This is an optimization exercise on Yosys and OpenROAD, whose aim is small area and a short achievable clock period, not a production implementation.
At most, simulation tests tie the RTL to the original design; equivalence was not proved.

==> flow/design.v <==
module TMDS_Encoder #(
    parameter SYNC = 0               
) (
    input  wire       PixelClk,
    output reg  [9:0] pDataOutRaw,
    input  wire [7:0] pDataOut,
    input  wire       pC0,
    input  wire       pC1,
    input  wire       pVde,          
    input  wire       pVde_1,        
    input  wire       pVde_2         
);
wire [7:0] d = pDataOut;
wire a1 = d[1] | d[2] | d[3];
wire a2 = (d[1] & d[2]) | (d[1] & d[3]) | (d[2] & d[3]);
wire a3 = d[1] & d[2] & d[3];
wire e1 = d[4] | d[5], e2 = d[4] & d[5];
wire f1 = d[6] | d[7], f2 = d[6] & d[7];
wire b1 = e1 | f1;
wire b2 = e2 | f2 | (e1 & f1);
wire b3 = (e2 & f1) | (f2 & e1);
wire b4 = e2 & f2;
wire sel = b4 | (a1 & b3) | (a2 & b2) | (a3 & b1);
wire x12 = d[1] ^ d[2];
wire x34 = d[3] ^ d[4];
wire x56 = d[5] ^ d[6];
wire p2  = d[0] ^ x12;
wire p4  = p2 ^ x34;
wire p6  = p2 ^ (x34 ^ x56);
reg [3:0] pe_1;      
reg [3:0] nz_1;      
reg       sel_1;
wire [3:0] nz = ~({d[7], d[5], d[3], d[1]} ^ {4{sel}});
always @(posedge PixelClk) begin
    sel_1     <= sel;
    pe_1[3:2] <= {p6, p4};
    nz_1      <= nz;
    if (SYNC && !pVde) pe_1[1:0] <= {pC1, pC0};
    else               pe_1[1:0] <= {p2, d[0]};
end
wire [3:0] nz2 = nz_1;
wire [3:0] neg = nz2 & pe_1;
wire       m0  = ^nz2;
wire       m1  = (nz2[0] & nz2[1]) ^ (nz2[2] & nz2[3]) ^ ((nz2[0] ^ nz2[1]) & (nz2[2] ^ nz2[3]));
wire       m2  = &nz2;
wire [2:0] n   = neg[0] + neg[1] + neg[2] + neg[3];
wire [2:0] xh  = {1'b0, m2, m1} - n;
wire [3:0] X   = {xh, m0};
wire [7:0] q1;
genvar gk;
generate
    for (gk = 0; gk < 4; gk = gk + 1) begin : qm
        assign q1[2*gk]   = pe_1[gk];
        assign q1[2*gk+1] = ~(pe_1[gk] ^ nz_1[gk]);
    end
endgenerate
reg [7:0] q_2;
reg       sel_2;
reg [3:0] X_2;
always @(posedge PixelClk) begin
    sel_2   <= sel_1;
    X_2     <= X;
    q_2[0]  <= q1[0];
    q_2[7:2] <= q1[7:2];
    if (SYNC && !pVde_1) q_2[1] <= pe_1[1];    
    else                 q_2[1] <= q1[1];
end
reg  [3:0] c_3;
wire       q8  = ~sel_2;
wire       z   = (c_3 == 4'd0) || (X_2 == 4'd0);
wire       inv = z ? sel_2 : (c_3[3] ^ X_2[3]);
wire [3:0] s1  = c_3 + X_2 + {3'b000, q8};
wire [3:0] s0  = c_3 + ~X_2 + {3'b000, q8};
wire [9:0] tok  = {~(q_2[1] ^ q_2[0]), ~q_2[0], {8'b01010100 ^ {8{q_2[0]}}}};
wire [9:0] tok0 = 10'b1101010100;
always @(posedge PixelClk) begin
    c_3 <= pVde_2 ? (inv ? s1 : s0) : 4'd0;
    if (pVde_2)
        pDataOutRaw <= {inv, q8, q_2 ^ {8{inv}}};
    else
        pDataOutRaw <= SYNC ? tok : tok0;
end
endmodule
module rgb2dvi (
    input  wire        PixelClk,
    input  wire [23:0] vid_pData,
    input  wire        vid_pVDE,
    input  wire        vid_pHSync,
    input  wire        vid_pVSync,
    output wire [9:0]  pDataOutRaw0,    
    output wire [9:0]  pDataOutRaw1,    
    output wire [9:0]  pDataOutRaw2     
);
reg pVde_1, pVde_2;
always @(posedge PixelClk) begin
    pVde_1 <= vid_pVDE;
    pVde_2 <= pVde_1;
end
TMDS_Encoder #(.SYNC(1)) DataEncoder0 (
    .PixelClk(PixelClk), .pDataOutRaw(pDataOutRaw0),
    .pDataOut(vid_pData[15:8]), .pC0(vid_pHSync), .pC1(vid_pVSync),
    .pVde(vid_pVDE), .pVde_1(pVde_1), .pVde_2(pVde_2));
TMDS_Encoder #(.SYNC(0)) DataEncoder1 (
    .PixelClk(PixelClk), .pDataOutRaw(pDataOutRaw1),
    .pDataOut(vid_pData[7:0]), .pC0(1'b0), .pC1(1'b0),
    .pVde(vid_pVDE), .pVde_1(pVde_1), .pVde_2(pVde_2));
TMDS_Encoder #(.SYNC(0)) DataEncoder2 (
    .PixelClk(PixelClk), .pDataOutRaw(pDataOutRaw2),
    .pDataOut(vid_pData[23:16]), .pC0(1'b0), .pC1(1'b0),
    .pVde(vid_pVDE), .pVde_1(pVde_1), .pVde_2(pVde_2));
endmodule
clock: 4.0 ns
lec_check: 0
cap_margin: 20
core_margin: 2
core_utilization: 60
setup_slack_margin: 2.2
slew_margin: 20
standard.sh (not shown) runs the stock make flow with config.mk's settings and CLKGATE_MAP_FILE= SYNTH_SCRIPT=/design/flow/synth_recipe.tcl, a recipe that flattens the netlist after the stock synthesis.
==> flow/flow/run.sh <==
#!/bin/bash
# Standard layout (the standard.sh) with these ORFS settings on top:
#  ADDER_MAP_FILE= : no adder cells in synthesis, ABC maps the adders as plain gates
#  ABC_AREA=1 with a copy of ORFS's scripts whose abc_area.script is flow/abc.script
#  BUFFER_PORTS_ARGS : the smallest buffer on each port
set -e
SD=$PWD/scripts_abc
rm -rf "$SD"
cp -r "$FLOW_HOME/scripts" "$SD"
cp flow/abc.script "$SD/abc_area.script"
bash standard.sh SCRIPTS_DIR="$SD" ADDER_MAP_FILE= ABC_AREA=1 "BUFFER_PORTS_ARGS=-buffer_cell sky130_fd_sc_hd__buf_1" "CTS_ARGS=-sink_clustering_enable -repair_clock_nets -dont_use_dummy_load" > standard.log 2>&1
==> flow/flow/abc.script <==
strash
&get -n
&st
&syn2
&b -d
&dch -f
&nf
&put
buffer -c
topo
stime -c
upsize -c
dnsize -c
Edit:
--- a/flow/design.v
+++ b/flow/design.v
@@ -12,14 +12,12 @@
 );
 wire [7:0] d = pDataOut;
-wire a1 = d[1] | d[2] | d[3];
-wire a2 = (d[1] & d[2]) | (d[1] & d[3]) | (d[2] & d[3]);
-wire a3 = d[1] & d[2] & d[3];
-wire e1 = d[4] | d[5], e2 = d[4] & d[5];
-wire f1 = d[6] | d[7], f2 = d[6] & d[7];
-wire b1 = e1 | f1;
-wire b2 = e2 | f2 | (e1 & f1);
-wire b3 = (e2 & f1) | (f2 & e1);
-wire b4 = e2 & f2;
-wire sel = b4 | (a1 & b3) | (a2 & b2) | (a3 & b1);
+wire t1 = d[5] | d[6] | d[7];
+wire t2 = (d[5] & d[6]) | (d[5] & d[7]) | (d[6] & d[7]);
+wire t3 = d[5] & d[6] & d[7];
+wire u1 = d[1] | d[2] | d[3] | d[4];
+wire u2 = ((d[1] | d[2]) & (d[3] | d[4])) | (d[1] & d[2]) | (d[3] & d[4]);
+wire u3 = ((d[1] & d[2]) & (d[3] | d[4])) | ((d[3] & d[4]) & (d[1] | d[2]));
+wire u4 = d[1] & d[2] & d[3] & d[4];
+wire sel = u4 | (t1 & u3) | (t2 & u2) | (t3 & u1);
 wire x12 = d[1] ^ d[2];
 wire x34 = d[3] ^ d[4];
Result: Sequential share of layout area went down by 0.36 points. Synthesized cell count went up by 0.43%. Routed wire length went up by 2.0%. Worst setup slack improved by 0.015 ns. Core utilization went up by 0.16 points. Global-route usage went up by 0.79 points. Cell area went up by 0.77%. Hold slack improved by 0.0046 ns. Non-clock buffer count stays the same.
Only the layout flow was run in the second run of this note; the RTL was not checked for function there.

re-timing with driven ports:
The results above use ideal ports. As a check the final layouts listed here were re-extracted and re-timed, cells and wires unchanged. Step 1 assumes that a clkbuf_16 drives the clock port and a buf_2 every other input. Step 2 times the ports against the registers' clock, not the clock port: input delays grow and output delays shrink by t, the midpoint of the rising clock arrivals with the driver on. Slacks: no drivers / after step 1 / after step 2; pairs: no drivers / after step 1.
run | t (ns) | setup WS [ns] | worst hold slack (ns) | latest minus earliest clock arrival (ns)
the first run | 0.374 | 2.271 / 2.279 / 1.908 | 0.334 / 0.334 / 0.334 | 0.027 / 0.027
the second run | 0.385 | 2.287 / 2.296 / 1.912 | 0.339 / 0.339 / 0.339 | 0.029 / 0.030
After both steps setup and hold are still met in every run listed. For the second run, which loses most, drivers alone change the setup slack by +0.009 ns; drivers and shift together by -0.375 ns.
